From an optimization exercise on the open Yosys and OpenROAD flow, aimed at a short achievable clock period and few clock cycles; shortcuts taken in it are not production practice.
The RTL was checked by simulation tests, not by an equivalence proof against the original design.
Power figures rest on the tool's default switching activity, not on a simulated workload.

==> flow/design.v <==
module Add_32(
    input wire [31:0] a,
    input wire [31:0] b,
    output wire [31:0] c
);
    assign c = a + b;
endmodule
module MUX2T1_32(
    input [31:0] I0,
    input [31:0] I1,
    input sel,
    output reg [31:0] O
    );
    always @ (*) begin
      O = sel ? I1 : I0;
    end
endmodule
module MUX4T1_32(
    input [1:0] S,
    input [31:0] I0,
    input [31:0] I1,
    input [31:0] I2,
    input [31:0] I3,
    output reg [31:0] O
);
    always @ (*) begin
        case(S)
            2'b00: O = I0;
            2'b01: O = I1;
            2'b10: O = I2;
            2'b11: O = I3;
            default: O = 31'b0; 
        endcase
    end
endmodule
`timescale 1ns / 1ps
module PC(
    input clk,
    input rst,
    input CE,
    input [31:0] PC_in,
    output reg [31:0] PC_out
    );
    always @ (posedge clk or posedge rst) begin
        if(rst == 1'b1) begin
            PC_out <= 32'b0;
        end else if(CE == 1'b1) begin
            PC_out <= PC_in;
        end
    end
endmodule
`timescale 1ns / 1ps
module Pipeline_IF(
    input wire clk_IF,
    input wire rst_IF,
    input wire en_IF,
    input wire [31:0] PC_in_IF,
    input wire PCSrc,
    output wire [31:0] PC_out_IF
    );
    wire [31:0] MUX2T1_32_0_O;
    wire [31:0] Add_32_0_c;
    wire [31:0] PC_0_PC_out;
    MUX2T1_32 MUX2T1_32_0(
    .I0(Add_32_0_c),
    .I1(PC_in_IF),
    .sel(PCSrc),
    .O(MUX2T1_32_0_O)
    );
    PC PC_0(
    .clk(clk_IF),
    .rst(rst_IF),
    .CE(en_IF),
    .PC_in(MUX2T1_32_0_O),
    .PC_out(PC_0_PC_out)
    );
    Add_32 Add_32_0(
    .a(32'h00000004),
    .b(PC_0_PC_out),
    .c(Add_32_0_c)
    );
    assign PC_out_IF = PC_0_PC_out;
endmodule
`timescale 1ns / 1ps
module IF_reg_ID(
    input wire clk_IFID,
    input wire rst_IFID,
    input wire en_IFID,
    input wire [31:0] PC_in_IFID,
    input wire [31:0] inst_in_IFID,
    input wire NOP_IFID, 
    output reg [31:0] PC_out_IFID,
    output reg [31:0] inst_out_IFID,
    output reg valid_IFID 
    );
    always @ (posedge clk_IFID or posedge rst_IFID) begin
        if(rst_IFID == 1'b1) begin
                PC_out_IFID <= 32'b0; 
                inst_out_IFID <= 32'b0; 
                valid_IFID <= 1'b0;
        end else if(en_IFID == 1'b1) begin
            if(NOP_IFID == 1'b1) begin
                PC_out_IFID <= 32'h00000000;
                inst_out_IFID <= 32'h00000013;
                valid_IFID <= 1'b0;
            end else begin
                PC_out_IFID <= PC_in_IFID;
                inst_out_IFID <= inst_in_IFID;
                valid_IFID <= 1'b1;
            end
        end
    end
endmodule
`timescale 1ns / 1ps
module ImmGen_new(
    input wire [2:0] ImmSel,
    input wire [31:0] inst_field,  
    output reg [31:0] Imm_out 
    );
    always @ * begin
        Imm_out = 32'b0;
        case(ImmSel)
            3'b001:begin Imm_out = {{20{inst_field[31]}},inst_field[31:20]}; end 
            3'b010:begin Imm_out = {{20{inst_field[31]}},inst_field[31:25],inst_field[11:7]}; end 
            3'b011:begin Imm_out = {{19{inst_field[31]}},inst_field[31],inst_field[7],inst_field[30:25],inst_field[11:8],1'b0}; end 
            3'b100:begin Imm_out = {{11{inst_field[31]}},inst_field[31],inst_field[19:12],inst_field[20],inst_field[30:21],1'b0}; end 
            3'b000:begin Imm_out = {inst_field[31:12],12'b000000000000}; end  
        endcase
    end
endmodule
`timescale 1ns / 1ps
module Register_32M32b(
    input clk,
    input rst,
    input RegWrite,
    input [4:0] Rs1_addr,
    input [4:0] Rs2_addr,
    input [4:0] Wt_addr,
    input [31:0] Wt_data,
    output [31:0] Rs1_data,
    output [31:0] Rs2_data
    );
    reg [31:0] register [1:31];
    integer i;
    wire wen = (Wt_addr != 0) && (RegWrite == 1);
    assign Rs1_data = (Rs1_addr == 0) ? 0 : ((wen && Wt_addr == Rs1_addr) ? Wt_data : register[Rs1_addr]);
    assign Rs2_data = (Rs2_addr == 0) ? 0 : ((wen && Wt_addr == Rs2_addr) ? Wt_data : register[Rs2_addr]);
    always @ (posedge clk or posedge rst) begin
        if(rst == 1) begin
            for(i=1;i<32;i=i+1)
                register[i] <= 0;
        end
        else if(wen) begin
            register[Wt_addr] <= Wt_data;
        end
    end
endmodule
`timescale 1ns / 1ps
module SCPU_ctrl_more(
    input wire [4:0] OPcode, 
    input wire [2:0] Fun3, 
    input wire Fun7, 
    input wire MIO_ready, 
    output reg [2:0] ImmSel, 
    output reg ALUSrc_B, 
    output reg [1:0] MemtoReg,
    output reg [1:0] Jump, 
    output reg Branch, 
    output reg BranchN, 
    output reg RegWrite,
    output reg MemRW,
    output reg [3:0] ALU_Control, 
    output reg ill_instr,
    output reg CPU_MIO, 
    output reg is_imm,
    output reg Rs1_used, 
    output reg Rs2_used 
    );
    wire [3:0] Fun;
    reg [1:0] ALUop;
    reg em;
    assign Fun = {Fun3,Fun7};
    always @ * begin
        CPU_MIO = MIO_ready;
        {ImmSel,ALUSrc_B,MemtoReg,Jump,Branch,BranchN,RegWrite,MemRW,ALU_Control,ill_instr,is_imm,Rs1_used,Rs2_used,ALUop,em} = 0;
        case(OPcode)
            5'b01100:begin {ALUSrc_B,MemtoReg,RegWrite,MemRW,Branch,Jump,ALUop,ImmSel,BranchN,em,ill_instr,Rs1_used,Rs2_used} = 18'b000100001000000011;end 
            5'b00000:begin {ALUSrc_B,MemtoReg,RegWrite,MemRW,Branch,Jump,ALUop,ImmSel,BranchN,em,ill_instr,Rs1_used,Rs2_used} = 18'b101100000000100010;end 
            5'b00100:begin {ALUSrc_B,MemtoReg,RegWrite,MemRW,Branch,Jump,ALUop,ImmSel,BranchN,em,ill_instr,Rs1_used,Rs2_used} = 18'b100100001100100010;end 
            5'b11001:begin {ALUSrc_B,MemtoReg,RegWrite,MemRW,Branch,Jump,ALUop,ImmSel,BranchN,em,ill_instr,Rs1_used,Rs2_used} = 18'b110100100000100010;end 
            5'b01000:begin {ALUSrc_B,MemtoReg,RegWrite,MemRW,Branch,Jump,ALUop,ImmSel,BranchN,em,ill_instr,Rs1_used,Rs2_used} = 18'b100010000001000011;end 
            5'b11000:begin {ALUSrc_B,MemtoReg,RegWrite,MemRW,Jump,ALUop,ImmSel,em,ill_instr,Rs1_used,Rs2_used} = 16'b0000000010110011;end 
            5'b01101:begin {ALUSrc_B,MemtoReg,RegWrite,MemRW,Branch,Jump,ALUop,ImmSel,BranchN,em,ill_instr,Rs1_used,Rs2_used} = 18'b100100000000000000;end 
            5'b11011:begin {ALUSrc_B,MemtoReg,RegWrite,MemRW,Branch,Jump,ALUop,ImmSel,BranchN,em,ill_instr,Rs1_used,Rs2_used} = 18'b110100010010000000;end 
            5'b11100:begin {ALUSrc_B,MemtoReg,RegWrite,MemRW,Branch,Jump,ALUop,ImmSel,BranchN,em,ill_instr} = 16'b0000000000000010;end 
            default:begin {ALUSrc_B,MemtoReg,RegWrite,MemRW,Branch,Jump,ALUop,ImmSel,BranchN,em,ill_instr} = 16'b0000000000000001;end  
        endcase
        case(ALUop)
        2'b00:begin ALU_Control = 4'b0010;is_imm = 1'b1;end 
        2'b01:
            case(Fun3)
            3'b000:begin Branch = 1'b1;BranchN = 1'b0;ALU_Control = 4'b0110;is_imm = 1'b0;end 
            3'b001:begin Branch = 1'b0;BranchN = 1'b1;ALU_Control = 4'b0110;is_imm = 1'b0;end 
            default:begin BranchN = 1'b0;ALU_Control = 4'b0000;ill_instr = 1'b1;end
            endcase
        2'b10:
            case({Fun3,Fun7})
            4'b0000:begin ALU_Control = 4'b0010;is_imm = 1'b0;end 
            4'b0001:begin ALU_Control = 4'b0110;is_imm = 1'b0;end 
            4'b0010:begin ALU_Control = 4'b1110;is_imm = 1'b0;end 
            4'b1110:begin ALU_Control = 4'b0000;is_imm = 1'b0;end 
            4'b1100:begin ALU_Control = 4'b0001;is_imm = 1'b0;end 
            4'b1000:begin ALU_Control = 4'b1100;is_imm = 1'b0;end 
            4'b0100:begin ALU_Control = 4'b0111;is_imm = 1'b0;end 
            4'b0110:begin ALU_Control = 4'b1001;is_imm = 1'b0;end 
            4'b1010:begin ALU_Control = 4'b1101;is_imm = 1'b0;end 
            4'b1011:begin ALU_Control = 4'b1111;is_imm = 1'b0;end 
            default:begin ALU_Control = 4'b0000;ill_instr = 1'b1;end
            endcase
        2'b11:
            case(Fun3)
            3'b000:begin ALU_Control = 4'b0010;is_imm = 1'b1;end 
            3'b010:begin ALU_Control = 4'b0111;is_imm = 1'b1;end 
            3'b011:begin ALU_Control = 4'b1001;is_imm = 1'b1;end 
            3'b100:begin ALU_Control = 4'b1100;is_imm = 1'b1;end 
            3'b110:begin ALU_Control = 4'b0001;is_imm = 1'b1;end 
            3'b111:begin ALU_Control = 4'b0000;is_imm = 1'b1;end 
            3'b001:begin ALU_Control = 4'b1110;is_imm = 1'b1;end 
            3'b101:
                case(Fun7)
                1'b0:begin ALU_Control = 4'b1101;is_imm = 1'b1;end 
                1'b1:begin ALU_Control = 4'b1111;is_imm = 1'b1;end 
                endcase
            default:begin ALU_Control = 4'b000;ill_instr = 1'b1;end
            endcase
        endcase
    end
endmodule
`timescale 1ns / 1ps
module Pipeline_ID(
    input wire clk_ID,
    input wire rst_ID,
    input wire RegWrite_in_ID,
    input wire [4:0] Rd_addr_ID,
    input wire [31:0] Wt_data_ID,
    input wire [31:0] Inst_in_ID, 
    output wire [4:0] Rd_addr_out_ID,
    output wire [31:0] Rs1_out_ID,
    output wire [31:0] Rs2_out_ID,
    output wire [31:0] Imm_out_ID,
    output wire ALUSrc_B_ID,
    output wire [3:0] ALU_control_ID,
    output wire Branch_ID,
    output wire BranchN_ID,
    output wire MemRW_ID,
    output wire Jump_ID,
    output wire [1:0] MemtoReg_ID,
    output wire RegWrite_out_ID, 
    output wire [31:0] inst_out_ID,
    output wire is_imm_ID, 
    output wire [4:0] Rs1_addr_ID, 
    output wire [4:0] Rs2_addr_ID, 
    output wire Rs1_used, 
    output wire Rs2_used 
    );
    wire [2:0] SCPU_ctrl_more_0_ImmSel;
    wire [3:0] SCPU_ctrl_more_0_ALU_Control;
    wire [1:0] SCPU_ctrl_more_0_Jump;
    wire SCPU_ctrl_more_0_ill_instr;
    wire SCPU_ctrl_more_0_CPU_MIO;
    wire [31:0] t61;
    wire [31:0] t51;
    wire [31:0] t41;
    wire ALUSrc_B;
    assign Rs1_addr_ID = Inst_in_ID[19:15];
    wire [31:0] Rs1_rf_ID;
    assign Rs1_out_ID = (Inst_in_ID[6:2] == 5'b01101) ? 32'b0 : Rs1_rf_ID;
    assign Rs2_addr_ID = Inst_in_ID[24:20];
    Register_32M32b Register_32M32b_0(
    .clk(clk_ID), 
    .rst(rst_ID),
    .RegWrite(RegWrite_in_ID),
    .Rs1_addr(Inst_in_ID[19:15]),
    .Rs2_addr(Inst_in_ID[24:20]),
    .Wt_addr(Rd_addr_ID),
    .Wt_data(Wt_data_ID), 
    .Rs1_data(Rs1_rf_ID),
    .Rs2_data(Rs2_out_ID)
    );
    assign t61 = {31'b0,ALUSrc_B_ID};
    assign t51 = {28'b0,SCPU_ctrl_more_0_ALU_Control};
    assign t41 = {28'b0,{Inst_in_ID[14:12],Inst_in_ID[30]}};
    assign ALUSrc_B_ID = ALUSrc_B;
    ImmGen_new ImmGen_new_0(
    .ImmSel(SCPU_ctrl_more_0_ImmSel),
    .inst_field(Inst_in_ID),
    .Imm_out(Imm_out_ID)
    );
    SCPU_ctrl_more SCPU_ctrl_more_0(
    .OPcode(Inst_in_ID[6:2]), 
    .Fun3(Inst_in_ID[14:12]), 
    .Fun7(Inst_in_ID[30]), 
    .MIO_ready(1'b0), 
    .ImmSel(SCPU_ctrl_more_0_ImmSel), 
    .ALUSrc_B(ALUSrc_B), 
    .MemtoReg(MemtoReg_ID),
    .Jump(SCPU_ctrl_more_0_Jump), 
    .Branch(Branch_ID), 
    .BranchN(BranchN_ID), 
    .RegWrite(RegWrite_out_ID),
    .MemRW(MemRW_ID),
    .ALU_Control(SCPU_ctrl_more_0_ALU_Control), 
    .ill_instr(SCPU_ctrl_more_0_ill_instr),
    .CPU_MIO(SCPU_ctrl_more_0_CPU_MIO), 
    .is_imm(is_imm_ID),
    .Rs1_used(Rs1_used),
    .Rs2_used(Rs2_used)
    );
    assign Jump_ID =  SCPU_ctrl_more_0_Jump[0];
    assign ALU_control_ID = SCPU_ctrl_more_0_ALU_Control;
    assign Rd_addr_out_ID = Inst_in_ID[11:7];
    assign inst_out_ID = Inst_in_ID;
endmodule
`timescale 1ns / 1ps
module ID_reg_EX(
    input wire clk_IDEX,
    input wire rst_IDEX,
    input wire en_IDEX,
    input wire NOP_IDEX, 
    input wire valid_in_IDEX, 
    input wire [31:0] PC_in_IDEX,
    input wire [4:0] Rd_addr_IDEX,
    input wire [31:0] Rs1_in_IDEX,
    input wire [31:0] Rs2_in_IDEX,
    input wire [31:0] Imm_in_IDEX,
    input wire ALUSrc_B_in_IDEX,
    input wire [3:0] ALU_control_in_IDEX,
    input wire Branch_in_IDEX,
    input wire BranchN_in_IDEX,
    input wire MemRW_in_IDEX,
    input wire Jump_in_IDEX,
    input wire [1:0] MemtoReg_in_IDEX,
    input wire RegWrite_in_IDEX,
    input wire [31:0] inst_in_IDEX,
    input wire is_imm_in_IDEX, 
    output reg [31:0] PC_out_IDEX,
    output reg [4:0] Rd_addr_out_IDEX,
    output reg [31:0] Rs1_out_IDEX,
    output reg [31:0] Rs2_out_IDEX,
    output reg [31:0] Imm_out_IDEX,
    output reg ALUSrc_B_out_IDEX,
    output reg [3:0] ALU_control_out_IDEX,
    output reg Branch_out_IDEX,
    output reg BranchN_out_IDEX,
    output reg MemRW_out_IDEX,
    output reg Jump_out_IDEX,
    output reg [1:0] MemtoReg_out_IDEX,
    output reg RegWrite_out_IDEX, 
    output reg [31:0] inst_out_IDEX,
    output reg is_imm_out_IDEX,
    output reg valid_out_IDEX 
    );
    always @ (posedge clk_IDEX or posedge rst_IDEX) begin
        if(rst_IDEX == 1'b1) begin
                PC_out_IDEX <= 32'b0;
                Rd_addr_out_IDEX <= 5'b0;
                Rs1_out_IDEX <= 32'b0;
                Rs2_out_IDEX <= 32'b0;
                Imm_out_IDEX <= 32'b0;
                ALUSrc_B_out_IDEX <= 1'b0;
                ALU_control_out_IDEX <= 4'b0;
                Branch_out_IDEX <= 1'b0;
                BranchN_out_IDEX <= 1'b0;
                MemRW_out_IDEX <= 1'b0;
                Jump_out_IDEX <= 1'b0;
                MemtoReg_out_IDEX <= 2'b0;
                RegWrite_out_IDEX <= 1'b0;
                inst_out_IDEX <= 32'b0;
                is_imm_out_IDEX <= 1'b0;
                valid_out_IDEX <= 1'b0;
        end else if(en_IDEX == 1'b1) begin
            if(NOP_IDEX == 1'b1) begin
                PC_out_IDEX <= 32'b0;
                Rd_addr_out_IDEX <= 5'b0;
                Rs1_out_IDEX <= 32'b0;
                Rs2_out_IDEX <= 32'b0;
                Imm_out_IDEX <= 32'b0;
                ALUSrc_B_out_IDEX <= 1'b0;
                ALU_control_out_IDEX <= 4'b0;
                Branch_out_IDEX <= 1'b0;
                BranchN_out_IDEX <= 1'b0;
                MemRW_out_IDEX <= 1'b0;
                Jump_out_IDEX <= 1'b0;
                MemtoReg_out_IDEX <= 2'b0;
                RegWrite_out_IDEX <= 1'b0;
                inst_out_IDEX <= 32'h00000013;
                is_imm_out_IDEX <= 1'b0;
                valid_out_IDEX <= 1'b0;
            end else begin
                PC_out_IDEX <= PC_in_IDEX;
                Rd_addr_out_IDEX <= Rd_addr_IDEX;
                Rs1_out_IDEX <= Rs1_in_IDEX;
                Rs2_out_IDEX <= Rs2_in_IDEX;
                Imm_out_IDEX <= Imm_in_IDEX;
                ALUSrc_B_out_IDEX <= ALUSrc_B_in_IDEX;
                ALU_control_out_IDEX <= ALU_control_in_IDEX;
                Branch_out_IDEX <= Branch_in_IDEX;
                BranchN_out_IDEX <= BranchN_in_IDEX;
                MemRW_out_IDEX <= MemRW_in_IDEX;
                Jump_out_IDEX <= Jump_in_IDEX;
                MemtoReg_out_IDEX <= MemtoReg_in_IDEX;
                RegWrite_out_IDEX <= RegWrite_in_IDEX;
                inst_out_IDEX <= inst_in_IDEX;
                is_imm_out_IDEX <= is_imm_in_IDEX;
                valid_out_IDEX <= valid_in_IDEX;
            end
        end
    end
endmodule
`timescale 1ns / 1ps
module MyALU(
    input wire [31:0] A,
    input wire [31:0] B,
    input wire [3:0] operation,
    output reg [31:0] res,
    output wire zero
    );
    always @ (*) begin
        res = 32'b0;
        case(operation)
            4'b0000:begin res = $signed(A) & $signed(B);end 
            4'b0001:begin res = $signed(A) | $signed(B);end 
            4'b0010:begin res = $signed(A) + $signed(B);end 
            4'b0110:begin res = $signed(A) - $signed(B);end 
            4'b0111:begin res = ($signed(A) < $signed(B));end 
            4'b1001:begin res = (A < B);end 
            4'b1100:begin res = $signed(A) ^ $signed(B);end 
            4'b1101:begin res = A >> B[4:0];end 
            4'b1110:begin res = A << B[4:0];end 
            4'b1111:begin res = $signed(A) >>> B[4:0];end 
        endcase
    end
    assign zero = (res == 32'b0);
endmodule
`timescale 1ns / 1ps
module Pipeline_EX(
    input wire [31:0] PC_in_EX,
    input wire [31:0] Rs1_in_EX,
    input wire [31:0] Rs2_in_EX,
    input wire [31:0] Imm_in_EX,
    input wire ALUSrc_B_in_EX,
    input wire [3:0] ALU_control_in_EX,  
    output wire [31:0] PC_out_EX, 
    output wire [31:0] PC4_out_EX,
    output wire zero_out_EX,
    output wire [31:0] ALU_out_EX,
    output wire [31:0] Rs2_out_EX
    );
    wire [31:0] MUX2T1_32_0_O;
    Add_32 Add_32_0(
    .a(32'h00000004),
    .b(PC_in_EX),
    .c(PC4_out_EX)
    );
    Add_32 Add_32_1(
    .a(PC_in_EX),
    .b(Imm_in_EX),
    .c(PC_out_EX)
    );
    MyALU MyALU_0(
    .A(Rs1_in_EX),
    .B(MUX2T1_32_0_O),
    .operation(ALU_control_in_EX),
    .res(ALU_out_EX),
    .zero(zero_out_EX)
    );
    MUX2T1_32 MUX2T1_32_0(
    .I0(Rs2_in_EX),
    .I1(Imm_in_EX),
    .sel(ALUSrc_B_in_EX),
    .O(MUX2T1_32_0_O)
    );
    assign Rs2_out_EX = Rs2_in_EX; 
endmodule
`timescale 1ns / 1ps
module EX_reg_Mem(
    input wire clk_EXMem,
    input wire rst_EXMem,
    input wire en_EXMem,
    input wire valid_in_EXMem, 
    input wire [31:0] PC_in_EXMem,
    input wire [31:0] PC4_in_EXMem,
    input wire [31:0] PC_imm_EXMem, 
    input wire [4:0] Rd_addr_EXMem,
    input wire zero_in_EXMem,
    input wire [31:0] ALU_in_EXMem,
    input wire [31:0] Rs2_in_EXMem,
    input wire Branch_in_EXMem,
    input wire BranchN_in_EXMem,
    input wire MemRW_in_EXMem,
    input wire Jump_in_EXMem,
    input wire [1:0] MemtoReg_in_EXMem,
    input wire RegWrite_in_EXMem,
    input wire [31:0] inst_in_EXMem,
    input wire [31:0] pc_in_EXMem, 
    output reg [31:0] PC_imm_out_EXMem, 
    output reg [31:0] PC_out_EXMem,
    output reg [31:0] PC4_out_EXMem,
    output reg [4:0] Rd_addr_out_EXMem,
    output reg zero_out_EXMem,
    output reg [31:0] ALU_out_EXMem,
    output reg [31:0] Rs2_out_EXMem,
    output reg Branch_out_EXMem,
    output reg BranchN_out_EXMem,
    output reg MemRW_out_EXMem,
    output reg Jump_out_EXMem,
    output reg [1:0] MemtoReg_out_EXMem,
    output reg RegWrite_out_EXMem,
    output reg [31:0] inst_out_EXMem,
    output reg [31:0] pc_out_EXMem,
    output reg valid_out_EXMem 
    );
    always @ (posedge clk_EXMem or posedge rst_EXMem) begin
        if(rst_EXMem == 1'b1) begin
                PC_out_EXMem <= 32'b0;
                PC4_out_EXMem <= 32'b0;
                Rd_addr_out_EXMem <= 5'b0;
                zero_out_EXMem <= 1'b0;
                ALU_out_EXMem <= 32'b0;
                Rs2_out_EXMem <= 32'b0;
                Branch_out_EXMem <= 1'b0;
                BranchN_out_EXMem <= 1'b0;
                MemRW_out_EXMem <= 1'b0;
                Jump_out_EXMem <= 1'b0;
                MemtoReg_out_EXMem <= 2'b0;
                RegWrite_out_EXMem <= 1'b0;
                inst_out_EXMem <= 32'b0;
                pc_out_EXMem <= 32'b0;
                PC_imm_out_EXMem <= 32'b0;
                valid_out_EXMem <= 1'b0;
        end else if(en_EXMem == 1'b1) begin
            begin
                PC_out_EXMem <= PC_in_EXMem;
                PC4_out_EXMem <= PC4_in_EXMem;
                Rd_addr_out_EXMem <= Rd_addr_EXMem;
                zero_out_EXMem <= zero_in_EXMem;
                ALU_out_EXMem <= ALU_in_EXMem;
                Rs2_out_EXMem <= Rs2_in_EXMem;
                Branch_out_EXMem <= Branch_in_EXMem;
                BranchN_out_EXMem <= BranchN_in_EXMem;
                MemRW_out_EXMem <= MemRW_in_EXMem;
                Jump_out_EXMem <= Jump_in_EXMem;
                MemtoReg_out_EXMem <= MemtoReg_in_EXMem;
                RegWrite_out_EXMem <= RegWrite_in_EXMem;
                inst_out_EXMem <= inst_in_EXMem;
                pc_out_EXMem <= pc_in_EXMem;
                PC_imm_out_EXMem <= PC_imm_EXMem;
                valid_out_EXMem <= valid_in_EXMem;
            end
        end
    end
endmodule
module Pipeline_Mem(
    input wire zero_in_Mem,
    input wire Branch_in_Mem,
    input wire BranchN_in_Mem,
    input wire Jump_in_Mem,
    output wire PCSrc
    );
    assign PCSrc = (((~zero_in_Mem) & BranchN_in_Mem) | (Branch_in_Mem & zero_in_Mem)) | Jump_in_Mem;
endmodule
`timescale 1ns / 1ps
module Mem_reg_WB(
    input wire clk_MemWB,
    input wire rst_MemWB,
    input wire en_MemWB,
    input wire valid_in_MemWB, 
    input wire [31:0] PC4_in_MemWB,
    input wire [4:0] Rd_addr_MemWB,
    input wire [31:0] ALU_in_MemWB,
    input wire [31:0] DMem_data_MemWB,
    input wire [1:0] MemtoReg_in_MemWB,
    input wire RegWrite_in_MemWB,
    input wire [31:0] pc_in_MemWB,
    input wire [31:0] inst_in_MemWB, 
    output reg [31:0] PC4_out_MemWB,
    output reg [4:0] Rd_addr_out_MemWB,
    output reg [31:0] ALU_out_MemWB,
    output reg [31:0] DMem_data_out_MemWB,
    output reg [1:0] MemtoReg_out_MemWB,
    output reg RegWrite_out_MemWB,
    output reg [31:0] pc_out_MemWB,
    output reg [31:0] inst_out_MemWB,
    output reg valid_out_MemWB 
    );
    always @ (posedge clk_MemWB or posedge rst_MemWB) begin
        if(rst_MemWB == 1'b1) begin
                PC4_out_MemWB <= 32'b0;
                Rd_addr_out_MemWB <= 5'b0;
                ALU_out_MemWB <= 32'b0;
                DMem_data_out_MemWB <= 32'b0;
                MemtoReg_out_MemWB <= 2'b0;
                RegWrite_out_MemWB <= 1'b0;
                pc_out_MemWB <= 32'b0;
                inst_out_MemWB <= 32'b0;
                valid_out_MemWB <= 1'b0;
        end else if(en_MemWB == 1'b1) begin
            begin
                PC4_out_MemWB <= PC4_in_MemWB;
                Rd_addr_out_MemWB <= Rd_addr_MemWB;
                ALU_out_MemWB <= ALU_in_MemWB;
                DMem_data_out_MemWB <= DMem_data_MemWB;
                MemtoReg_out_MemWB <= MemtoReg_in_MemWB;
                RegWrite_out_MemWB <= RegWrite_in_MemWB;
                pc_out_MemWB <= pc_in_MemWB;
                inst_out_MemWB <= inst_in_MemWB;
                valid_out_MemWB <= valid_in_MemWB;
            end
        end
    end
endmodule
`timescale 1ns / 1ps
module Pipeline_WB(
    input wire [31:0] PC4_in_WB,
    input wire [31:0] ALU_in_WB,
    input wire [31:0] DMem_data_WB,
    input wire [1:0] MemtoReg_in_WB,
    output wire [31:0] Data_out_WB
    );
    MUX4T1_32 MUX4T1_32_0(
    .I0(ALU_in_WB),
    .I1(DMem_data_WB),
    .I2(PC4_in_WB),
    .I3(PC4_in_WB),
    .S(MemtoReg_in_WB),
    .O(Data_out_WB)
    );
endmodule
`timescale 1ns / 1ps
module Pipeline_Stall(
    input wire rst_stall,
    input wire [4:0] Rs1_addr_ID,
    input wire [4:0] Rs2_addr_ID,
    input wire RegWrite_out_IDEX, 
    input wire [4:0] Rd_addr_out_IDEX,
    input wire RegWrite_out_EXMem,
    input wire [4:0] Rd_addr_out_EXMem,
    input wire Rs1_uesd, 
    input wire Rs2_uesd,
    input wire Branch_ID,
    input wire BranchN_ID,
    input wire Jump_ID,
    input wire Branch_out_IDEX,
    input wire BranchN_out_IDEX,
    input wire Jump_out_IDEX,
    input wire Branch_out_EXMem,
    input wire BranchN_out_EXMem,
    input wire Jump_out_EXMem,
    input wire PCSrc_Mem, 
    output wire en_IF, 
    output wire en_IFID,
    output wire NOP_IDEX,
    output wire NOP_IFID
    );
    wire hazard1_l;
    wire hazard2_l;
    wire hazard1_o;
    wire hazard2_o;
    wire Data_stall;
    wire Control_stall;
    assign hazard1_l = (RegWrite_out_EXMem&Rs1_uesd)&(Rs1_addr_ID!=1'b0)&(Rd_addr_out_EXMem==Rs1_addr_ID);
    assign hazard2_l = (RegWrite_out_EXMem&Rs2_uesd)&(Rs2_addr_ID!=1'b0)&(Rd_addr_out_EXMem==Rs2_addr_ID); 
    assign hazard1_o = (RegWrite_out_IDEX&Rs1_uesd)&(Rs1_addr_ID!=1'b0)&(Rd_addr_out_IDEX==Rs1_addr_ID);
    assign hazard2_o = (RegWrite_out_IDEX&Rs2_uesd)&(Rs2_addr_ID!=1'b0)&(Rd_addr_out_IDEX==Rs2_addr_ID);
    assign Data_stall = hazard1_l | hazard2_l | hazard1_o | hazard2_o;
    assign en_IF = (Data_stall == 1'b0) & ((Control_stall == 1'b0) | (PCSrc_Mem == 1'b1)); 
    assign en_IFID = (Data_stall == 1'b0);
    assign NOP_IDEX = !(Data_stall == 1'b0); 
    wire hazard_ID;
    wire hazard_EX;
    wire hazard_Mem;
    assign hazard_ID = ((Branch_ID==1'b1)|(BranchN_ID==1'b1)|(Jump_ID==1'b1));
    assign hazard_EX = ((Branch_out_IDEX==1'b1)|(BranchN_out_IDEX==1'b1)|(Jump_out_IDEX==1'b1));
    assign hazard_Mem = ((Branch_out_EXMem==1'b1)|(BranchN_out_EXMem==1'b1)|(Jump_out_EXMem==1'b1));
    assign Control_stall = hazard_ID | hazard_EX | hazard_Mem;
    assign NOP_IFID = (Control_stall == 1'b1);
endmodule
`timescale 1ns / 1ps
module Pipelined_CPU(
    input wire rst,
    input wire clk,
    input wire [31:0] inst_IF,
    input wire [31:0] Data_in,
    output wire [31:0] PC_out_IF,
    output wire [31:0] Addr_out,
    output wire [31:0] Data_out,
    output wire MemRW_Mem
    );
    wire [31:0] IF_PC_out_IF;
    wire [31:0] ExRegMem_PC_out_ExMem;
    wire [31:0] IFRegID_PC_out_IFID;
    wire [31:0] IFRegID_inst_out_IFID;
    wire [4:0] ID_Rd_addr_out_ID;
    wire [31:0] ID_Rs1_out_ID;
    wire [31:0] ID_Rs2_out_ID;
    wire [31:0] ID_Imm_out_ID;
    wire [3:0] ID_ALU_control_ID;
    wire ID_ALUSrc_B_ID;
    wire ID_Branch_ID;
    wire ID_BranchN_ID;
    wire ID_MemRW_ID;
    wire ID_Jump_ID;
    wire [1:0] ID_MemtoReg_ID;
    wire ID_RegWrite_out_ID;
    wire [31:0] IDRegEX_PC_out_IDEX;
    wire [4:0] IDRegEX_Rd_addr_out_IDEX;
    wire [31:0] IDRegEX_Rs1_out_IDEX;
    wire [31:0] IDRegEX_Rs2_out_IDEX;
    wire [31:0] IDRegEX_Imm_out_IDEX;
    wire IDRegEX_ALUSrc_B_out_IDEX;
    wire [3:0] IDRegEX_ALU_control_out_IDEX;
    wire IDRegEX_Branch_out_IDEX;
    wire IDRegEX_BranchN_out_IDEX;
    wire IDRegEX_MemRW_out_IDEX;
    wire IDRegEX_Jump_out_IDEX;
    wire [1:0] IDRegEX_MemtoReg_out_IDEX;
    wire IDRegEX_RegWrite_out_IDEX;
    wire [31:0] EX_PC_out_EX;
    wire [31:0] EX_PC4_out_EX;
    wire EX_zero_out_EX;
    wire [31:0] EX_ALU_out_EX;
    wire [31:0] EX_Rs2_out_EX;
    wire [31:0] EXRegMem_Pc_out_EXMem;
    wire [31:0] EXRegMem_PC4_out_EXMem;
    wire [4:0] EXRegMem_Rd_addr_out_EXMem;
    wire EXRegMem_zero_out_EXMem;
    wire [31:0] EXRegMem_ALU_out_EXMem;
    wire [31:0] EXRegMem_Rs2_out_EXMem;
    wire EXRegMem_Branch_out_EXMem;
    wire EXRegMem_BranchN_out_EXMem;
    wire EXRegMem_MemRW_out_EXMem;
    wire EXRegMem_Jump_out_EXMem;
    wire [1:0] EXRegMem_MemtoReg_out_EXMem;
    wire EXRegMem_RegWrite_out_EXMem;
    wire Mem_PCSrc;
    wire [31:0] MemRegWB_PC4_out_MemWB;
    wire [4:0] MemRegWB_Rd_addr_out_MemWB;
    wire [31:0] MemRegWB_ALU_out_MemWB;
    wire [31:0] MemRegWB_DMem_data_out_MemWB;
    wire [1:0] MemRegWB_MemtoReg_out_MemWB;
    wire MemRegWB_RegWrite_out_MemWB;
    wire [31:0] WB_Data_out_WB;
    wire [31:0] ID_inst_out_ID;
    wire [31:0] IDRegEX_out_IDEX;
    wire [31:0] IDRegEX_inst_out_IDEX;
    wire ID_is_imm_ID;
    wire IDRegEX_is_imm_IDEX;
    wire [31:0] EXRegMem_inst_out_EXMem;
    wire [31:0] MemRegWB_pc_MemWB;
    wire [31:0] MemRegWB_inst_MemWB;
    wire [31:0] EXRegMem_pc_out_EXMem;
    wire Stall_en_IF;
    wire [31:0] EXRegMem_PC_imm_out_EXMem;
    wire Stall_en_IFID;
    wire Stall_NOP_IFID;
    wire [4:0] ID_Rs1_addr_ID;
    wire [4:0] ID_Rs2_addr_ID;
    wire ID_Rs1_used;
    wire ID_Rs2_used;
    wire Stall_NOP_IDEX;
    wire IFRegID_valid_IFID;
    wire IDRegEX_valid_out_IDEX;
    Pipeline_Stall Stall(
    .rst_stall(rst),
    .Rs1_addr_ID(ID_Rs1_addr_ID),
    .Rs2_addr_ID(ID_Rs2_addr_ID),
    .RegWrite_out_IDEX(IDRegEX_RegWrite_out_IDEX), 
    .Rd_addr_out_IDEX(IDRegEX_Rd_addr_out_IDEX),
    .RegWrite_out_EXMem(EXRegMem_RegWrite_out_EXMem),
    .Rd_addr_out_EXMem(EXRegMem_Rd_addr_out_EXMem),
    .Rs1_uesd(ID_Rs1_used), 
    .Rs2_uesd(ID_Rs2_used),
    .Branch_ID(ID_Branch_ID),
    .BranchN_ID(ID_BranchN_ID),
    .Jump_ID(ID_Jump_ID),
    .Branch_out_IDEX(IDRegEX_Branch_out_IDEX),
    .BranchN_out_IDEX(IDRegEX_BranchN_out_IDEX),
    .Jump_out_IDEX(IDRegEX_Jump_out_IDEX),
    .Branch_out_EXMem(EXRegMem_Branch_out_EXMem),
    .BranchN_out_EXMem(EXRegMem_BranchN_out_EXMem),
    .Jump_out_EXMem(EXRegMem_Jump_out_EXMem), 
    .PCSrc_Mem(Mem_PCSrc),
    .en_IF(Stall_en_IF), 
    .en_IFID(Stall_en_IFID),
    .NOP_IDEX(Stall_NOP_IDEX),
    .NOP_IFID(Stall_NOP_IFID)
    );
    Pipeline_IF IF(
    .clk_IF(clk),
    .rst_IF(rst),
    .en_IF(Stall_en_IF),
    .PC_in_IF(EXRegMem_PC_imm_out_EXMem),
    .PCSrc(Mem_PCSrc), 
    .PC_out_IF(IF_PC_out_IF)
    );
    IF_reg_ID IFRegID(
    .clk_IFID(clk),
    .rst_IFID(rst),
    .en_IFID(Stall_en_IFID), 
    .NOP_IFID(Stall_NOP_IFID), 
    .PC_in_IFID(IF_PC_out_IF),
    .inst_in_IFID(inst_IF), 
    .PC_out_IFID(IFRegID_PC_out_IFID),
    .inst_out_IFID(IFRegID_inst_out_IFID),
    .valid_IFID(IFRegID_valid_IFID)
    );
    wire [31:0] s91;wire [31:0] s101;wire [31:0] s111;wire [31:0] s81;wire [31:0] s71;wire [31:0] s61;wire [31:0] s51;
    wire [31:0] t31;wire [31:0] t41;wire [31:0] t51;wire [31:0] t61;
    Pipeline_ID ID(
    .clk_ID(clk),
    .rst_ID(rst),
    .RegWrite_in_ID(MemRegWB_RegWrite_out_MemWB),
    .Rd_addr_ID(MemRegWB_Rd_addr_out_MemWB),
    .Wt_data_ID(WB_Data_out_WB), 
    .Inst_in_ID(IFRegID_inst_out_IFID), 
    .Rd_addr_out_ID(ID_Rd_addr_out_ID),
    .Rs1_out_ID(ID_Rs1_out_ID),
    .Rs2_out_ID(ID_Rs2_out_ID),
    .Imm_out_ID(ID_Imm_out_ID),
    .ALUSrc_B_ID(ID_ALUSrc_B_ID),
    .ALU_control_ID(ID_ALU_control_ID),
    .Branch_ID(ID_Branch_ID),
    .BranchN_ID(ID_BranchN_ID),
    .MemRW_ID(ID_MemRW_ID),
    .Jump_ID(ID_Jump_ID),
    .MemtoReg_ID(ID_MemtoReg_ID),
    .RegWrite_out_ID(ID_RegWrite_out_ID),
    .inst_out_ID(ID_inst_out_ID),
    .is_imm_ID(ID_is_imm_ID),
    .Rs1_addr_ID(ID_Rs1_addr_ID), 
    .Rs2_addr_ID(ID_Rs2_addr_ID), 
    .Rs1_used(ID_Rs1_used), 
    .Rs2_used(ID_Rs2_used) 
    );
    ID_reg_EX IDRegEX(
    .clk_IDEX(clk),
    .rst_IDEX(rst),
    .en_IDEX(1'b1),
    .NOP_IDEX(Stall_NOP_IDEX), 
    .valid_in_IDEX(IFRegID_valid_IFID), 
    .PC_in_IDEX(IFRegID_PC_out_IFID),
    .Rd_addr_IDEX(ID_Rd_addr_out_ID),
    .Rs1_in_IDEX(ID_Rs1_out_ID),
    .Rs2_in_IDEX(ID_Rs2_out_ID),
    .Imm_in_IDEX(ID_Imm_out_ID),
    .ALUSrc_B_in_IDEX(ID_ALUSrc_B_ID),
    .ALU_control_in_IDEX(ID_ALU_control_ID),
    .Branch_in_IDEX(ID_Branch_ID),
    .BranchN_in_IDEX(ID_BranchN_ID),
    .MemRW_in_IDEX(ID_MemRW_ID),
    .Jump_in_IDEX(ID_Jump_ID),
    .MemtoReg_in_IDEX(ID_MemtoReg_ID),
    .RegWrite_in_IDEX(ID_RegWrite_out_ID),
    .inst_in_IDEX(IFRegID_inst_out_IFID),
    .is_imm_in_IDEX(ID_is_imm_ID), 
    .PC_out_IDEX(IDRegEX_PC_out_IDEX),
    .Rd_addr_out_IDEX(IDRegEX_Rd_addr_out_IDEX),
    .Rs1_out_IDEX(IDRegEX_Rs1_out_IDEX),
    .Rs2_out_IDEX(IDRegEX_Rs2_out_IDEX),
    .Imm_out_IDEX(IDRegEX_Imm_out_IDEX),
    .ALUSrc_B_out_IDEX(IDRegEX_ALUSrc_B_out_IDEX),
    .ALU_control_out_IDEX(IDRegEX_ALU_control_out_IDEX),
    .Branch_out_IDEX(IDRegEX_Branch_out_IDEX),
    .BranchN_out_IDEX(IDRegEX_BranchN_out_IDEX),
    .MemRW_out_IDEX(IDRegEX_MemRW_out_IDEX),
    .Jump_out_IDEX(IDRegEX_Jump_out_IDEX),
    .MemtoReg_out_IDEX(IDRegEX_MemtoReg_out_IDEX),
    .RegWrite_out_IDEX(IDRegEX_RegWrite_out_IDEX), 
    .inst_out_IDEX(IDRegEX_inst_out_IDEX),
    .is_imm_out_IDEX(IDRegEX_is_imm_IDEX),
    .valid_out_IDEX(IDRegEX_valid_out_IDEX) 
    );
    Pipeline_EX EX(
    .PC_in_EX(IDRegEX_PC_out_IDEX),
    .Rs1_in_EX(IDRegEX_Rs1_out_IDEX),
    .Rs2_in_EX(IDRegEX_Rs2_out_IDEX),
    .Imm_in_EX(IDRegEX_Imm_out_IDEX),
    .ALUSrc_B_in_EX(IDRegEX_ALUSrc_B_out_IDEX),
    .ALU_control_in_EX(IDRegEX_ALU_control_out_IDEX), 
    .PC_out_EX(EX_PC_out_EX),
    .PC4_out_EX(EX_PC4_out_EX),
    .zero_out_EX(EX_zero_out_EX),
    .ALU_out_EX(EX_ALU_out_EX),
    .Rs2_out_EX(EX_Rs2_out_EX)
    );
    wire EXRegMem_valid_out_EXMem;
    EX_reg_Mem EXRegMem(
    .clk_EXMem(clk),
    .rst_EXMem(rst),
    .en_EXMem(1'b1),
    .PC_imm_EXMem(EX_PC_out_EX), 
    .valid_in_EXMem(IDRegEX_valid_out_IDEX), 
    .PC_in_EXMem(IDRegEX_PC_out_IDEX),
    .PC4_in_EXMem(EX_PC4_out_EX),
    .Rd_addr_EXMem(IDRegEX_Rd_addr_out_IDEX),
    .zero_in_EXMem(EX_zero_out_EX),
    .ALU_in_EXMem(EX_ALU_out_EX),
    .Rs2_in_EXMem(EX_Rs2_out_EX),
    .Branch_in_EXMem(IDRegEX_Branch_out_IDEX),
    .BranchN_in_EXMem(IDRegEX_BranchN_out_IDEX),
    .MemRW_in_EXMem(IDRegEX_MemRW_out_IDEX),
    .Jump_in_EXMem(IDRegEX_Jump_out_IDEX),
    .MemtoReg_in_EXMem(IDRegEX_MemtoReg_out_IDEX),
    .RegWrite_in_EXMem(IDRegEX_RegWrite_out_IDEX),
    .inst_in_EXMem(IDRegEX_inst_out_IDEX),
    .pc_in_EXMem(IDRegEX_PC_out_IDEX), 
    .PC_out_EXMem(EXRegMem_Pc_out_EXMem),
    .PC4_out_EXMem(EXRegMem_PC4_out_EXMem),
    .valid_out_EXMem(EXRegMem_valid_out_EXMem), 
    .Rd_addr_out_EXMem(EXRegMem_Rd_addr_out_EXMem),
    .zero_out_EXMem(EXRegMem_zero_out_EXMem),
    .ALU_out_EXMem(EXRegMem_ALU_out_EXMem),
    .Rs2_out_EXMem(EXRegMem_Rs2_out_EXMem),
    .Branch_out_EXMem(EXRegMem_Branch_out_EXMem),
    .BranchN_out_EXMem(EXRegMem_BranchN_out_EXMem),
    .MemRW_out_EXMem(EXRegMem_MemRW_out_EXMem),
    .Jump_out_EXMem(EXRegMem_Jump_out_EXMem),
    .MemtoReg_out_EXMem(EXRegMem_MemtoReg_out_EXMem),
    .RegWrite_out_EXMem(EXRegMem_RegWrite_out_EXMem),
    .pc_out_EXMem(EXRegMem_pc_out_EXMem),
    .inst_out_EXMem(EXRegMem_inst_out_EXMem),
    .PC_imm_out_EXMem(EXRegMem_PC_imm_out_EXMem) 
    );
    Pipeline_Mem Mem(
    .zero_in_Mem(EXRegMem_zero_out_EXMem),
    .Branch_in_Mem(EXRegMem_Branch_out_EXMem),
    .BranchN_in_Mem(EXRegMem_BranchN_out_EXMem),
    .Jump_in_Mem(EXRegMem_Jump_out_EXMem),
    .PCSrc(Mem_PCSrc)
    );
    wire MemRegWB_valid_out_MemWB;
    Mem_reg_WB MemRegWB(
    .clk_MemWB(clk),
    .rst_MemWB(rst),
    .en_MemWB(1'b1),
    .PC4_in_MemWB(EXRegMem_PC4_out_EXMem),
    .Rd_addr_MemWB(EXRegMem_Rd_addr_out_EXMem),
    .ALU_in_MemWB(EXRegMem_ALU_out_EXMem),
    .DMem_data_MemWB(Data_in),
    .MemtoReg_in_MemWB(EXRegMem_MemtoReg_out_EXMem),
    .RegWrite_in_MemWB(EXRegMem_RegWrite_out_EXMem),
    .pc_in_MemWB(EXRegMem_pc_out_EXMem), 
    .inst_in_MemWB(EXRegMem_inst_out_EXMem), 
    .valid_in_MemWB(EXRegMem_valid_out_EXMem), 
    .PC4_out_MemWB(MemRegWB_PC4_out_MemWB),
    .Rd_addr_out_MemWB(MemRegWB_Rd_addr_out_MemWB),
    .ALU_out_MemWB(MemRegWB_ALU_out_MemWB),
    .DMem_data_out_MemWB(MemRegWB_DMem_data_out_MemWB),
    .MemtoReg_out_MemWB(MemRegWB_MemtoReg_out_MemWB),
    .RegWrite_out_MemWB(MemRegWB_RegWrite_out_MemWB),
    .pc_out_MemWB(MemRegWB_pc_MemWB), 
    .inst_out_MemWB(MemRegWB_inst_MemWB), 
    .valid_out_MemWB(MemRegWB_valid_out_MemWB) 
    );
    Pipeline_WB WB(
    .PC4_in_WB(MemRegWB_PC4_out_MemWB),
    .ALU_in_WB(MemRegWB_ALU_out_MemWB),
    .DMem_data_WB(MemRegWB_DMem_data_out_MemWB),
    .MemtoReg_in_WB(MemRegWB_MemtoReg_out_MemWB), 
    .Data_out_WB(WB_Data_out_WB)
    );
    assign PC_out_IF = IF_PC_out_IF;
    assign Addr_out = EXRegMem_ALU_out_EXMem;
    assign Data_out = EXRegMem_Rs2_out_EXMem;
    assign MemRW_Mem = EXRegMem_MemRW_out_EXMem;
endmodule
==> flow/run.sh <==
#!/bin/bash
# synth_recipe.tcl (not shown) runs the flow's synth.tcl, then flattens the netlist and writes it again
# the make line also repeats each setting of config.mk as NAME=value (left out here)
make -C /OpenROAD-flow-scripts/flow DESIGN_CONFIG=/design/flow/config.mk WORK_HOME=/design/flow/orfs CLKGATE_MAP_FILE= SYNTH_SCRIPT=/design/flow/synth_recipe.tcl finish
==> flow/config.mk <==
export PLATFORM = sky130hd
export DESIGN_NAME = Pipelined_CPU
export DESIGN_NICKNAME = Pipelined_CPU
export VERILOG_FILES = /design/flow/design.v
export SDC_FILE = /design/flow/constraint.sdc
export NUM_CORES = 4
export LEC_CHECK = 0
export CAP_MARGIN = 20
export CORE_MARGIN = 2
export CORE_UTILIZATION = 45
export PLACE_DENSITY = 0.6
export SLEW_MARGIN = 20
==> flow/constraint.sdc <==
create_clock -name core_clock -period 8.0 [get_ports {clk}]
set_input_delay 1.6000 -clock core_clock [delete_from_list [all_inputs] [get_ports {clk}]]
set_output_delay 1.6000 -clock core_clock [all_outputs]
set_load 0.01 [all_outputs]
==> results_dict.tcl <==
set metrics [dict create \
    synthCells 7825 \
    vdd_ir_drop_max_uv 250 \
    synth.largest_area_cell "dfrtp_1" \
    cts.clk_slew.worst_paths_ns 0.06 \
    combPwrFrac_pct 27.1 \
    rsz0062_at_grt "no" \
    io_pins 163 \
    seqPwrFrac_pct 42.1 \
    syn_area_mm2 0.0743 \
    cts_tree "done" \
    track_usage_pct 42.0 \
    multi_input_area_mm2 0.0353 \
    root_buffer "clkbuf_16" \
    cts_hold_buf 0 \
    ys_top_cells_by_area "dfrtp_1 50%, o21ai_0 7.9%, nand2_1 7.3%" \
    worstSetupEndpointType "register" \
    avgSynthCellArea_um2 9.49 \
    r2r.worst_path.cells 12 \
    p_sw_share_pct 37.7 \
    synth_warnings 12 \
    fin_crit_sh_pct 79.5 \
    clock_latency_ns 0.85 \
    path_cells "buf_4 > mux2i_4 > nor2_1 > a222oi_1 > a21oi_1 > a211oi_1 > nor2_1 > nor4_1 > or4b_1 > nor4_1 > nand4bb_1 > nor4_2" \
    p_leak_nw 36.1 \
    wl_per_cell_um 35.9 \
    yosysSeqAreaShare_pct 49.7 \
    whs_path_depth 0 \
    r2r_slack_ns 1.64 \
    worst-path-buf-inv 1 \
    initial_utilization_pct 45.2 \
    cts_max_level 4 \
    ys_seq_elements 1476 \
    ant_nets 0 \
    cp_slowest_cell "a222oi_1" \
    grt_max_degree 156 \
    pwr_density_cell_mw_per_mm2 299 \
    tns_ns 0 \
    nets 7858 \
    firstDrtPassIters 12 \
    synth_ff_type "dfrtp_1" \
    worstReg2RegEnd "EXRegMem.zero_out_EXMem$_DFF_PP0_" \
    timing.rr.start "IDRegEX.ALUSrc_B_out_IDEX$_DFF_PP0_" \
    startpoint_type "register" \
    clockBufferDepth 3 \
    antenna_found_initial 25 \
    viasPerCell 7.01 \
    critPathLaunch "IDRegEX.ALUSrc_B_out_IDEX$_DFF_PP0_" \
    max_freq_mhz 157 \
    largest_reg_flops 992 \
    synthDistinctLibCells 85 \
    drive_gt1_share_pct 9.66 \
    synth_top_area_share_pct 49.7 \
    cts_buffers 159 \
    regArea_mm2 0.0369 \
    hold_start "IDRegEX.MemtoReg_out_IDEX[1]$_DFF_PP0_" \
    cp_max_fo 35 \
    slowest_delay_ns 0.93 \
    postCtsSetupBuffers 0 \
    drt_iter0_markers 11600 \
    p_switching_w 0.00948 \
    die_h_um 410 \
    fill_cells 15100 \
    synth_edf_count 0 \
    synth_fp_nets 8027 \
    async_reset_ff_share_pct 100 \
    core_area_mm2 0.164 \
    hold_viol_final 0 \
    cts_sinks 1476 \
    drcViolationCount 0 \
    drt-total-wl_um 359000 \
    die_w_um 410 \
    fin_total_pwr_w 0.0251 \
    dieArea_mm2 0.168 \
    cap_viol_max_count 0 \
    maxSlewHeadroom_pct 15.1 \
    grt_pass1_vias 65900 \
    crit_type "reg2reg" \
    power_frac_clock_pct 30.8 \
    top_register "ID.Register_32M32b_0.register" \
    num_rows 149 \
    crit_family "simple AND/OR/NAND/NOR gates" \
    critPathArrivalTime_ns 7.09 \
    cp.required_ns 8.73 \
    tightest_slew_ns 1.27 \
    status "no timing/DRC/antenna violations" \
    hpwl_um 216000 \
    grt_pass1_wl_um 504000 \
    finClkSkew_ns 0.0374 \
    hold_end "EXRegMem.MemtoReg_out_EXMem[1]$_DFF_PP0_" \
    routabilityCongestion 1.00 \
    vias 70000 \
    final.min_clock_period_ns 6.36 \
    port_buffers 160 \
    setup_violations 0 \
    whs_ns 0.335 \
    grt-ovfl-total 0 \
    syn2layout_area_growth_pct 13.3 \
    p_int_w 0.0157 \
    cts.repair.resized 0 \
    hold_path.class "reg2reg" \
    finalMaxSlewViolations 0 \
]
## synthesized netlist by cell type, types with 44 or more instances
cell,instances
a21o_1,44
a21oi_1,226
a221oi_1,472
a222oi_1,66
a22o_1,380
and3_1,58
clkbuf_1,625
dfrtp_1,1476
ha_1,133
inv_1,115
mux2_2,68
mux2i_1,118
mux4_2,58
nand2_1,1453
nand3_1,91
nand4_1,161
nor2_1,332
o21ai_0,1170
o22ai_1,99
xnor2_1,74
## power by group through the flow
stage	combinational [W]	sequential [W]	clock, W
after global placement	0.00651	0.0106	0
after CTS	0.00659	0.0105	0.00777
final	0.00682	0.0106	0.00774
after global routing	0.00726	0.0107	0.00806
after floorplan	0.00402	0.0101	0
after detailed placement	0.00656	0.0107	0
## layer usage
layer	GRT usage (%)	vias to the layer above	routed length, um
met3	16.2	1660	51400
met5	0.718	-	302
li1	-	28500	-
met1	55.7	34300	136000
met2	57.6	5595	144000
met4	25.1	28	27400
## how the worst max path moves through the flow
stage / endpoint / slack (ns) / cells after the start
after detailed placement: EXRegMem.zero_out_EXMem$_DFF_PP0_ / 1.83 / 13
after CTS: EXRegMem.zero_out_EXMem$_DFF_PP0_ / 1.79 / 13
final: EXRegMem.zero_out_EXMem$_DFF_PP0_ / 1.64 / 12
after global placement: EXRegMem.zero_out_EXMem$_DFF_PP0_ / 1.82 / 13
after global routing: EXRegMem.zero_out_EXMem$_DFF_PP0_ / 1.51 / 13
after floorplan: EXRegMem.ALU_out_EXMem[0]$_DFF_PP0_ / -14.04 / 1
## cell families after synthesis
family                     count (synthesis)  share of synthesized area (%)
AOI/OAI and AO/OA                       2729                           24.6
xor gates and xnor gates                 107                           1.26
adders and majority gates                137                           2.34
buffers and inverters                    800                           4.13
DFF                                     1476                           49.7
muxes                                    246                           4.44
and+or+nand+nor                         2330                           13.5
## metrics by stage
step | cell area (um2) | setup slack [ns] | utilization (%) | instances
finish | 84100 | 1.64 | 51.2 | 9993
floorplan | 74300 | -14.04 | - | 7825
global route | 84100 | 1.51 | 51.2 | 9983
CTS | 84100 | 1.79 | 51.1 | 9981
detailed placement | 78600 | 1.83 | 47.8 | 9683
global placement | 78600 | 1.82 | 47.8 | 9680
## cell usage in the layout (no fill, tap or decap), types with 160 or more instances in the layout
master,netlist,routed
a22o_1,380,380
a21oi_1,226,194
nor2_1,332,274
buf_4,1,178
dfrtp_1,1476,1473
nand2_1,1453,1432
o21ai_0,1170,1168
clkbuf_16,0,160
clkdlybuf4s50_1,0,160
nand4_1,161,161
a221oi_1,472,472
## area by class of cell
| type | count | area share, % |
|---|---|---|
| Multi-Input combinational cell | 5549 | 42.0 |
| Tap cell | 2189 | 3.26 |
| Clock buffer | 238 | 5.57 |
| Inverter | 118 | 0.531 |
| Timing Repair Buffer | 352 | 3.81 |
| Sequential cell | 1476 | 43.9 |
| Clock inverter | 60 | 0.913 |
| Antenna cell | 11 | 0.0327 |
Testbench counts, summed over its fixed seeds: cycles 80,372.

-- what the ideal ports hide --
The flow's constraints put no driver on any port. The routed layout listed below was extracted and timed again, unchanged, in two steps. Step 1: set_driving_cell puts a clkbuf_16 on clk and a buf_2 on each other input, an assumption about the parent block. Step 2 adds t to the input delays and takes it off the output delays; t is the mean of the earliest and latest rising clock arrival at the registers after step 1. Input paths then give back, and output paths get back, about the clock's delay inside the block. Slacks: ideal ports / drivers / drivers and shift; pairs: ideal ports / drivers.
shift t [ns]: 0.923
slack for setup (ns): 1.639 / 1.639 / 1.639
worst register clock-pin slew, ns: 0.07 / 0.07
worst data-port slew with drivers (ns): 0.11
After both steps setup and hold are still met in this run. For this run, drivers alone change the setup slack by 0.000 ns; drivers and shift together by 0.000 ns.
